This is an optimization exercise on Yosys and OpenROAD, whose aim is small area, a short achievable clock period and few clock cycles per item, not a production implementation.
RTL that was checked went through simulation tests only; none was proved equivalent to the original.
Only the layout flow was run in run 2; the RTL was not checked for function there.
Power and IR drop assume default switching activity.

## flow/design.v (module list and top-level ports; edited modules follow where they fit)
// module Raptor64Mult: 2383 lines
// module pgc: 6 lines
// module gpn: 6 lines
// module gn: 5 lines
// module digq: 10 lines
// module bmx: 5 lines
// module bx: 5 lines
// module bxn: 5 lines
// module fa3: 6 lines
// module ha2: 6 lines
// module fa1c: 6 lines
module Raptor64Mult(rst, clk, ld, sgn, isMuli, a, b, imm, o, done);
  // ...
==> flow/flow/run.sh <==
#!/bin/bash
set -euo pipefail
MARGIN=$(cat flow/margin.txt)
export BUFFER_PORTS_ARGS="-buffer_cell $(cat flow/bufcell.txt)"
sed -e "s/SETUP_SLACK_MARGIN=[-0-9.]*/SETUP_SLACK_MARGIN=${MARGIN}/" standard.sh > standard_margin.sh
grep -q "SETUP_SLACK_MARGIN=${MARGIN}" standard_margin.sh
bash standard_margin.sh > standard_margin.log 2>&1
==> flow/flow/bufcell.txt <==
sky130_fd_sc_hd__buf_1
==> flow/flow/margin.txt <==
6.7
==> flow/standard.sh <==
#!/bin/bash
# synth_recipe.tcl (not shown) runs the flow's synth.tcl, then flattens the netlist and writes it again
# the make line also repeats each setting of config.mk as NAME=value (left out here)
make -C /OpenROAD-flow-scripts/flow DESIGN_CONFIG=/design/flow/config.mk WORK_HOME=/design/flow/orfs CLKGATE_MAP_FILE= SYNTH_SCRIPT=/design/flow/synth_recipe.tcl "${@:-finish}"
==> flow/config.mk <==
export PLATFORM = sky130hd
export DESIGN_NAME = Raptor64Mult
export DESIGN_NICKNAME = Raptor64Mult
export VERILOG_FILES = /design/flow/design.v
export SDC_FILE = /design/flow/constraint.sdc
export NUM_CORES = 4
export LEC_CHECK = 0
export ABC_CLOCK_PERIOD_IN_PS = 3000
export CAP_MARGIN = 50
export CORE_MARGIN = 2
export CORE_UTILIZATION = 55
export SETUP_SLACK_MARGIN = 5
export SLEW_MARGIN = 70
export SYNTH_HIERARCHICAL = 1
export SYNTH_MINIMUM_KEEP_SIZE = 0
==> flow/constraint.sdc <==
create_clock -name core_clock -period 10.0 [get_ports {clk}]
set_input_delay 2.0000 -clock core_clock [delete_from_list [all_inputs] [get_ports {clk}]]
set_output_delay 2.0000 -clock core_clock [all_outputs]
set_load 0.01 [all_outputs]
==> key figures, run 1 <==
Power and ir drop
  • Pwr dens: 422 nW/um^2

Worst hold path
  • Hold_sp: ph[5]
  • Endpoint, Worst Hold: ph[6]

Cells and area
  • Multi-input gate area: 24300 um^2
  • Non-clock buffer share of cell area: 5.32%
  • Share of layout cells above drive strength 1: 8.73%

Global routing
  • First-pass GRT wire length: 169000 um
  • Largest net degree at the start of global routing: 46
  • Routing usage on met3: 6.03%

Clocking
  • Clock Tree Root: clkbuf_16
  • Clk latency of the worst-skew pair: 0.62 ns

Drt
  • Avg WL per Cell: 27.5 um
  • Met3 routed WL: 8760 um
  • DRT iter0 DRCs: 2203
  • Met1 Wirelength: 46500 um

Setup path
  • Critical path origin: dr[9]
  • Crit path max-delay cell type: dfxtp_1
  • CP Depth: 1
  • CP Buf/Inv Count: 1

Logic synthesis
  • Yosys reg bits: 423
  • Syn_area_per_cell: 11.6 um^2
  • Largest family of logic cells by synthesized area: adder cells
  • Area leader, netlist: fa_1

STA
  • Final Hold Violating Endpoints: 0

Run status
  • Status: timing/DRC/antenna clean
Testbench counts, summed over its fixed seeds: cycles 19,200, items 2,400.
==> run 2: changes to the inputs <==
--- a/flow/design.v
+++ b/flow/design.v
@@ -10,54 +10,45 @@
 output [127:0] o;
 output done;
 reg [6:0] ph;        
 reg [64:0] ar;        
 reg [69:0] dr;        
 reg [65:0] sr, cr;    
 reg [13:0] lsr, lcr;  
 reg busy;            
-reg shf;             
 reg nbit;             
 reg ca, cb;           
 wire [6:0] one0, two0, neg0;  
 wire [6:0] one1, two1, neg1;  
 wire [6:0] one2, two2, neg2;  
-reg [57:0] oh;        
-wire [63:0] d = isMuli ? imm : b;
-wire [84:0] dx = {{20{sgn & d[63]}}, d, 1'b0};   
 wire first = ph[0];
 assign done = ph[6];
-wire [14:0] xr = dr[14:0];
-wire [14:0] xb = {b[13:0], 1'b0};
-wire [14:0] xi = {imm[13:0], 1'b0};
+wire [70:0] bx = {{6{sgn & b[63]}}, b, 1'b0};
+wire [70:0] ix = {{6{sgn & imm[63]}}, imm, 1'b0};
+wire [14:0] xb = ({15{~busy}} & bx[14:0]) | ({15{ph[0]}} & bx[28:14]) | ({15{ph[1]}} & bx[42:28]) | ({15{ph[2]}} & bx[56:42]) | ({15{ph[3]}} & bx[70:56]);
+wire [14:0] xi = ({15{~busy}} & ix[14:0]) | ({15{ph[0]}} & ix[28:14]) | ({15{ph[1]}} & ix[42:28]) | ({15{ph[2]}} & ix[56:42]) | ({15{ph[3]}} & ix[70:56]);
+wire [14:0] xd = isMuli ? xi : xb;
 wire [6:0] one_n, two_n, neg_n;
 genvar k;
 generate for (k = 0; k < 7; k = k + 1) begin : enc
-	wire one_r = xr[2*k+1] ^ xr[2*k];
-	wire two_r = (xr[2*k+2] & ~xr[2*k+1] & ~xr[2*k]) | (~xr[2*k+2] & xr[2*k+1] & xr[2*k]);
-	wire neg_r = xr[2*k+2] & ~(xr[2*k+1] & xr[2*k]);
-	wire one_b = xb[2*k+1] ^ xb[2*k];
-	wire two_b = (xb[2*k+2] & ~xb[2*k+1] & ~xb[2*k]) | (~xb[2*k+2] & xb[2*k+1] & xb[2*k]);
-	wire neg_b = xb[2*k+2] & ~(xb[2*k+1] & xb[2*k]);
-	wire one_i = xi[2*k+1] ^ xi[2*k];
-	wire two_i = (xi[2*k+2] & ~xi[2*k+1] & ~xi[2*k]) | (~xi[2*k+2] & xi[2*k+1] & xi[2*k]);
-	wire neg_i = xi[2*k+2] & ~(xi[2*k+1] & xi[2*k]);
-	assign one_n[k] = busy ? one_r : isMuli ? one_i : one_b;
-	assign two_n[k] = busy ? two_r : isMuli ? two_i : two_b;
-	assign neg_n[k] = busy ? neg_r : isMuli ? neg_i : neg_b;
+	wire one_d = xd[2*k+1] ^ xd[2*k];
+	wire two_d = (xd[2*k+2] & ~xd[2*k+1] & ~xd[2*k]) | (~xd[2*k+2] & xd[2*k+1] & xd[2*k]);
+	wire neg_d = xd[2*k+2] & ~(xd[2*k+1] & xd[2*k]);
+	assign one_n[k] = one_d;
+	assign two_n[k] = two_d;
+	assign neg_n[k] = neg_d;
 end endgenerate
 always @(posedge clk) begin
 	if (rst)
 		ph <= 7'd0;
 	else
 		ph <= {ph[5:0], ld};
 	busy <= ~rst & (ld | ph[0] | ph[1] | ph[2] | ph[3]);
-	shf <= ~rst & (ld | ph[0] | ph[1] | ph[2] | ph[3] | ph[4]);
-	ar <= {sgn & a[63], a};
+	ar <= ph[5] ? {7'b0, fin[71:14]} : {sgn & a[63], a};
 end
 digq u_q0 (.clk(clk), .one_n(one_n), .two_n(two_n), .neg_n(neg_n), .one(one0), .two(two0), .neg(neg0));
 digq u_q1 (.clk(clk), .one_n(one_n), .two_n(two_n), .neg_n(neg_n), .one(one1), .two(two1), .neg(neg1));
 digq u_q2 (.clk(clk), .one_n(one_n), .two_n(two_n), .neg_n(neg_n), .one(one2), .two(two2), .neg(neg2));
 wire [65:0] r_0;
 assign r_0[0] = (one0[0] & ar[0]) ^ neg0[0];
 wire m_0_1;
 bmx u_m0_1 (.a1(ar[1]), .a0(ar[0]), .one(one0[0]), .two(two0[0]), .m(m_0_1));
@@ -1966,20 +1957,17 @@
 fa3 u_s931 (.x(r_6[62]), .y(s781), .z(c780), .s(s931), .c(c932));
 fa3 u_s933 (.x(r_5[65]), .y(r_6[63]), .z(c782), .s(s933), .c(c934));
 assign s935 = ~r_6[64];
 assign c936 = r_6[64];
 wire [79:0] ts = {1'b0, 1'b1, r_6[65], s935, s933, s931, s929, s927, s925, s923, s921, s919, s917, s915, s913, s911, s909, s907, s905, s903, s901, s899, s897, s895, s893, s891, s889, s887, s885, s883, s881, s879, s877, s875, s873, s871, s869, s867, s865, s863, s861, s859, s857, s855, s853, s851, s849, s847, s845, s843, s841, s839, s837, s835, s833, s831, s829, s827, s825, s823, s821, s819, s817, s815, s813, s811, s809, s807, s805, s803, s801, s799, s797, s795, s793, s791, s789, s787, s785, s783};
 wire [79:0] tc = {1'b0, 1'b0, c936, c934, c932, c930, c928, c926, c924, c922, c920, c918, c916, c914, c912, c910, c908, c906, c904, c902, c900, c898, c896, c894, c892, c890, c888, c886, c884, c882, c880, c878, c876, c874, c872, c870, c868, c866, c864, c862, c860, c858, c856, c854, c852, c850, c848, c846, c844, c842, c840, c838, c836, c834, c832, c830, c828, c826, c824, c822, c820, c818, c816, c814, c812, c810, c808, c806, c804, c802, c800, c798, c796, c794, c792, c790, c788, c786, c784, 1'b0};
 wire [15:0] lo = (lsr & {14{~first}}) + ({lcr[13:1], ca} & {14{~first}}) + {nbit, 12'b0} + cb;
 always @(posedge clk) begin
-	if (shf)
-		dr <= {lo[13:0], dr[69:14]};
-	else
-		dr <= dx[83:14];
+	dr <= {lo[13:0], dr[69:14]};
 	sr <= ts[79:14];
 	cr <= tc[79:14];
 	lsr <= ts[13:0];
 	lcr <= tc[13:0];
 	nbit <= busy & neg2[6];
 	ca <= busy & (lo[15] | lo[14]);
 	cb <= busy & lo[15];
 end
@@ -2372,19 +2360,17 @@
 gn u_fa_Gf_66 (.gh(fa_g[65]), .ph(fa_p[65]), .gl(fa_Gs5_65), .go(fa_Gf_66));
 wire fa_Gf_68;
 gn u_fa_Gf_68 (.gh(fa_g[67]), .ph(fa_p[67]), .gl(fa_Gs5_67), .go(fa_Gf_68));
 wire fa_Gf_70;
 gn u_fa_Gf_70 (.gh(fa_g[69]), .ph(fa_p[69]), .gl(fa_Gs5_69), .go(fa_Gf_70));
 wire fa_Gf_72;
 gn u_fa_Gf_72 (.gh(fa_g[71]), .ph(fa_p[71]), .gl(fa_Gs5_71), .go(fa_Gf_72));
 wire [71:0] fin = {(fa_p[71] ^ fa_Gs5_71), (fa_p[70] ^ fa_Gf_70), (fa_p[69] ^ fa_Gs5_69), (fa_p[68] ^ fa_Gf_68), (fa_p[67] ^ fa_Gs5_67), (fa_p[66] ^ fa_Gf_66), (fa_p[65] ^ fa_Gs5_65), (fa_p[64] ^ fa_Gf_64), (fa_p[63] ^ fa_Gs4_63), (fa_p[62] ^ fa_Gf_62), (fa_p[61] ^ fa_Gs4_61), (fa_p[60] ^ fa_Gf_60), (fa_p[59] ^ fa_Gs4_59), (fa_p[58] ^ fa_Gf_58), (fa_p[57] ^ fa_Gs4_57), (fa_p[56] ^ fa_Gf_56), (fa_p[55] ^ fa_Gs4_55), (fa_p[54] ^ fa_Gf_54), (fa_p[53] ^ fa_Gs4_53), (fa_p[52] ^ fa_Gf_52), (fa_p[51] ^ fa_Gs4_51), (fa_p[50] ^ fa_Gf_50), (fa_p[49] ^ fa_Gs4_49), (fa_p[48] ^ fa_Gf_48), (fa_p[47] ^ fa_Gs4_47), (fa_p[46] ^ fa_Gf_46), (fa_p[45] ^ fa_Gs4_45), (fa_p[44] ^ fa_Gf_44), (fa_p[43] ^ fa_Gs4_43), (fa_p[42] ^ fa_Gf_42), (fa_p[41] ^ fa_Gs4_41), (fa_p[40] ^ fa_Gf_40), (fa_p[39] ^ fa_Gs4_39), (fa_p[38] ^ fa_Gf_38), (fa_p[37] ^ fa_Gs4_37), (fa_p[36] ^ fa_Gf_36), (fa_p[35] ^ fa_Gs4_35), (fa_p[34] ^ fa_Gf_34), (fa_p[33] ^ fa_Gs4_33), (fa_p[32] ^ fa_Gf_32), (fa_p[31] ^ fa_Gs3_31), (fa_p[30] ^ fa_Gf_30), (fa_p[29] ^ fa_Gs3_29), (fa_p[28] ^ fa_Gf_28), (fa_p[27] ^ fa_Gs3_27), (fa_p[26] ^ fa_Gf_26), (fa_p[25] ^ fa_Gs3_25), (fa_p[24] ^ fa_Gf_24), (fa_p[23] ^ fa_Gs3_23), (fa_p[22] ^ fa_Gf_22), (fa_p[21] ^ fa_Gs3_21), (fa_p[20] ^ fa_Gf_20), (fa_p[19] ^ fa_Gs3_19), (fa_p[18] ^ fa_Gf_18), (fa_p[17] ^ fa_Gs3_17), (fa_p[16] ^ fa_Gf_16), (fa_p[15] ^ fa_Gs2_15), (fa_p[14] ^ fa_Gf_14), (fa_p[13] ^ fa_Gs2_13), (fa_p[12] ^ fa_Gf_12), (fa_p[11] ^ fa_Gs2_11), (fa_p[10] ^ fa_Gf_10), (fa_p[9] ^ fa_Gs2_9), (fa_p[8] ^ fa_Gf_8), (fa_p[7] ^ fa_Gs1_7), (fa_p[6] ^ fa_Gf_6), (fa_p[5] ^ fa_Gs1_5), (fa_p[4] ^ fa_Gf_4), (fa_p[3] ^ fa_Gs0_3), (fa_p[2] ^ fa_Gf_2), (fa_p[1] ^ fa_Ga_1), (fa_p[0] ^ cb)};
-always @(posedge clk)
-	oh <= fin[71:14];
-assign o = {oh, dr};
+assign o = {ar[57:0], dr};
 endmodule
 module pgc(a, b, p, g);
 input a, b;
 output p, g;
 assign p = a ^ b;
 assign g = a & b;
 endmodule
 module gpn(gh, ph, gl, pl, go, po);
==> key figures, run 2 <==
Cells and area
  • Commonest non-fill, non-tap cell in the layout: a22o_1 (was xor2_1)
  • Share of layout cells above drive strength 1: 10.4% (was 8.73%)
  • Sequential cell area: 7700 um^2 (was 8750 um^2)
  • Multi-input gate area: 23800 um^2 (was 24300 um^2)
  • Final net count: 3922 (was 4014)
  • Most frequent cells in the layout: 460 x a22o_1, 452 x xor2_1, 452 x fa_1 (was 510 x xor2_1, 455 x a22o_1, 452 x fa_1)
  • Top Registers: dr (70), ar (65) (unchanged)
  • Area Overhead vs Synth: 15.5% (was 14.7%)
  • Layout Utilization: 63.8% (was 64.0%)
  • Top reg by flops: dr (unchanged)
  • # fillers: 4719 (was 4818)
  • Max reg flops: 70 (unchanged)

Logic synthesis
  • Ranking of synthesized cells by area: fa_1 29%, dfxtp_1 23%, a22o_1 13%, xor2_1 12%, ha_1 4.7% (was fa_1 27%, dfxtp_1 26%, xor2_1 14%, a22o_1 12%, ha_1 5.0%)
  • Main synth FF type: dfxtp_1 (unchanged)
  • Sequential area share after synthesis: 23.0% (was 25.6%)
  • Top cells by count, synth: 460 x a22o_1, 452 x fa_1, 452 x xor2_1 (was 512 x xor2_1, 455 x a22o_1, 452 x fa_1)
  • Synth async-reset ratio: 0% (unchanged)
  • Post-synthesis cell count: 2769 (was 2859)
  • Most common cell in the synthesized netlist: a22o_1 (was xor2_1)
  • Area leader, netlist: fa_1 (unchanged)
  • EDFF count, synth: 0 (unchanged)
  • Syn_area_per_cell: 11.5 um^2 (was 11.6 um^2)
  • Yosys reg bits: 364 (was 423)
  • Yosys Warn Count: 8 (unchanged)
  • Post-synthesis cell type count: 52 (was 58)
  • Area share of the largest cell type after synthesis: 28.5% (was 27.4%)
  • Synthesized cell area: 31700 um^2 (was 33000 um^2)

Setup path
  • Setup CP Type: reg -> out (unchanged)
  • Crit path max-delay cell type: dfxtp_4 (was dfxtp_1)
  • Delay-heaviest family, CP: flip-flops (unchanged)
  • Max incr delay on CP: 0.50 ns (was 0.44 ns)
  • CP Buf/Inv Count: 1 (unchanged)
  • Crit path max fanout: 15 (was 4)
  • Register-to-register setup slack: 6.73 ns (was 6.76 ns)
  • Worst Path Required: 8.00 ns (about the same)
  • Data arrival time of the critical path: 1.29 ns (was 1.26 ns)
  • Startpoint types: flip-flop (unchanged)
  • CP endpoint kind: output pin (unchanged)
  • CP cell instances: buf_1 (unchanged)

Worst hold path
  • Hold Crit Class: reg -> reg (unchanged)

Clocking
  • CTS tree: yes (unchanged)
  • Clock sink count: 364 (was 423)
  • Hold buffers post-CTS: 0 (unchanged)
  • Inserted Clock Buffers: 45 (was 49)
  • Clk latency of the worst-skew pair: 0.64 ns (was 0.62 ns)
  • H-Tree Depth: 2 (unchanged)
  • Clk pin slew, worst setup/hold paths: 0.07 ns (was 0.06 ns)
  • Clock Tree Root: clkbuf_16 (unchanged)
  • Bufs on Longest Clock Path: 3 (unchanged)

STA
  • Final Worst Setup Slack: 6.71 ns (was 6.74 ns)
  • Minimum clock period: 3.29 ns (was 3.26 ns)
  • # setup viols final: 0 (unchanged)
  • Final Hold Violating Endpoints: 0 (unchanged)
  • Clock skew: 0.0389 ns (was 0.0212 ns)
  • Fin. max-slew vios: 0 (unchanged)
  • Period utilization: 32.9% (was 32.6%)
  • Fmax: 0.304 GHz (was 0.307 GHz)
  • Fin Hold WS: 0.346 ns (was 0.452 ns)
  • RSZ-0062 raised after global routing: no (was yes)
  • Setup TNS: 0 ns (unchanged)

Floorplan
  • Die W: 244 um (was 249 um)
  • Chip height: 244 um (was 249 um)
  • Core Area: 57400 um^2 (was 59200 um^2)
  • # rows: 88 (was 89)
  • Die Footprint: 59600 um^2 (was 62000 um^2)
  • Ports: 326 (unchanged)
  • Starting Density: 55.3% (was 55.8%)

Place
  • RePlAce Congestion: 0.912 (was 1.01)
  • HPWL Detailed: 76700 um (was 80100 um)
  • Port Buffers: 325 (unchanged)
  • Worst slack at placement: 6.33 ns (was 6.40 ns)

Global routing
  • Initial antenna violation count: 1 (was 7)
  • Grt ovf: 0 (unchanged)
  • First-pass GRT wire length: 164000 um (was 169000 um)
  • Vias in the first global route: 26600 (was 26700)
  • Largest net degree at the start of global routing: 70 (was 46)
  • GR Util All Layers: 36.6% (was 36.1%)

Drt
  • Detailed Routing Iterations Pass 1: 5 (unchanged)
  • ANT nets after route: 0 (unchanged)
  • DRT iter0 DRCs: 2189 (was 2203)
  • Via/cell ratio: 6.32 (was 6.22)
  • DRC Markers: 0 (unchanged)
  • Avg WL per Cell: 27.5 um (about the same)
  • DR vias: 25000 (was 25200)
  • Post-Route WL: 109000 um (was 112000 um)

Power and ir drop
  • Static Leakage: 16.4 nW (was 17.3 nW)
  • Pwr dens: 471 nW/um^2 (was 422 nW/um^2)
  • Peak supply drop: 286 uV (was 229 uV)

Run status
  • Status: timing/DRC/antenna clean (unchanged)

Run
  • Max cap viols: 0 (unchanged)
-- run 2: changes by cell type after synthesis, moves of 8 or more --
cell,before,now
ha_1,131,119
a222oi_1,0,14
o21ai_0,92,1
dfxtp_1,423,364
xnor2_1,15,77
o211ai_1,8,0
nand2_1,135,28
mux2i_1,57,2
a21oi_1,5,67
nor2_1,23,71
buf_4,1,59
xor2_1,512,452
a22oi_1,0,36
a31oi_1,2,11
-- run 2: where the power goes --
part / internal, W / switching [W] / leakage [nW]
clock network: 0.000929 / 0.000751 / 0.733
registers: 0.00239 / 0.000771 / 3.11
logic: 0.00584 / 0.00655 / 12.6
total: 0.00916 / 0.00807 / 16.4
-- run 2: area by class of cell --
cell class | count | area share, %
Antenna cell | 1 | 0.00683
Sequential cell | 364 | 21.0
Tap cell | 765 | 2.61
Clock buffer | 56 | 3.38
Multi-Input combinational cell | 2270 | 64.9
Inverter | 30 | 0.314
Clock inverter | 26 | 0.738
Timing Repair Buffer | 443 | 7.01
-- run 2: cell families (layout without fill, tap and decap cells) --
group           count (synthesis)  count (layout)  share of synthesized area [%]
compound gates                771             771                           19.8
xor+xnor                      529             529                           14.6
buf+inv                       136             555                           2.34
mux                             3               3                         0.0987
fa+ha+maj                     571             571                           33.2
flops                         364             364                           23.0
other cells                     1               3                         0.0118
simple gates                  394             394                           6.96
-- run 2: timing repair --
item	in CTS	in global routing
cloned	1	0
pin swaps	0	1
endpoints found under the hold margin	0	0
gates resized for setup	61	4
endpoints found under the setup margin	77	15
buffers inserted	44	23
-- run 2: path summary, 6_finish.rpt --
kind,start,endpoint,cells past startpoint
setup / recovery,ar[31],o[101],1
setup reg to reg,sr[18],ar[52],11
hold / removal,dr[49],dr[35],0
hold reg to reg,dr[49],dr[35],0
-- run 2: modules after synthesis (local to each module, per instance), a selection --
module	copies in the design	cells inside
fa3	449	1
digq	3	21
gpn	88	2
Raptor64Mult	1	1014
bx	448	1
ha2	13	1
bxn	7	1
-- run 2: metal layers --
| layer | vias up | part of all wire, % | track usage [%] |
|---|---|---|---|
| li1 | 10500 | - | - |
| met1 | 12800 | 40 | 48.7 |
| met2 | 1337 | 48 | 59.9 |
| met3 | 267 | 8.3 | 6.67 |
| met4 | 0 | 3.7 | 13.6 |
| met5 | - | 0 | 0 |
-- run 2: stage by stage --
stage                     std cells  total power (W)  instance area (um^2)
after detailed placement       3802           0.0155                 34300
after global placement         3777           0.0150                 33500
final                          3955           0.0172                 36600
after floorplan                2770           0.0114                 31700
after global routing           3954           0.0189                 36600
after CTS                      3929           0.0172                 36400

-- re-timing with driven ports --
Ports are ideal in the flow. The routed layouts listed here were re-timed in OpenROAD. Step 1 assumes that a clkbuf_16 drives the clock port and a buf_2 every other input. Step 2, shift: input delay + t, output delay - t, t = (earliest + latest rising clock arrival at the registers) / 2. This alone moves slack from input paths to output paths. Slacks: no drivers / after step 1 / after step 2; pairs: no drivers / after step 1.
run | t (ns) | setup slack, ns | hold slack, ns | worst setup path at the end | slew at the worst register clock pin (ns)
run 1 | 0.680 | 6.742 / 6.676 / 6.344 | 0.452 / 0.452 / 0.452 | input to register | 0.07 / 0.07
run 2 | 0.681 | 6.713 / 6.648 / 6.345 | 0.346 / 0.346 / 0.346 | input to register | 0.07 / 0.07
After both steps setup and hold are still met in every run listed. For run 1, which loses most, drivers alone change the setup slack by -0.066 ns; drivers and shift together by -0.398 ns.
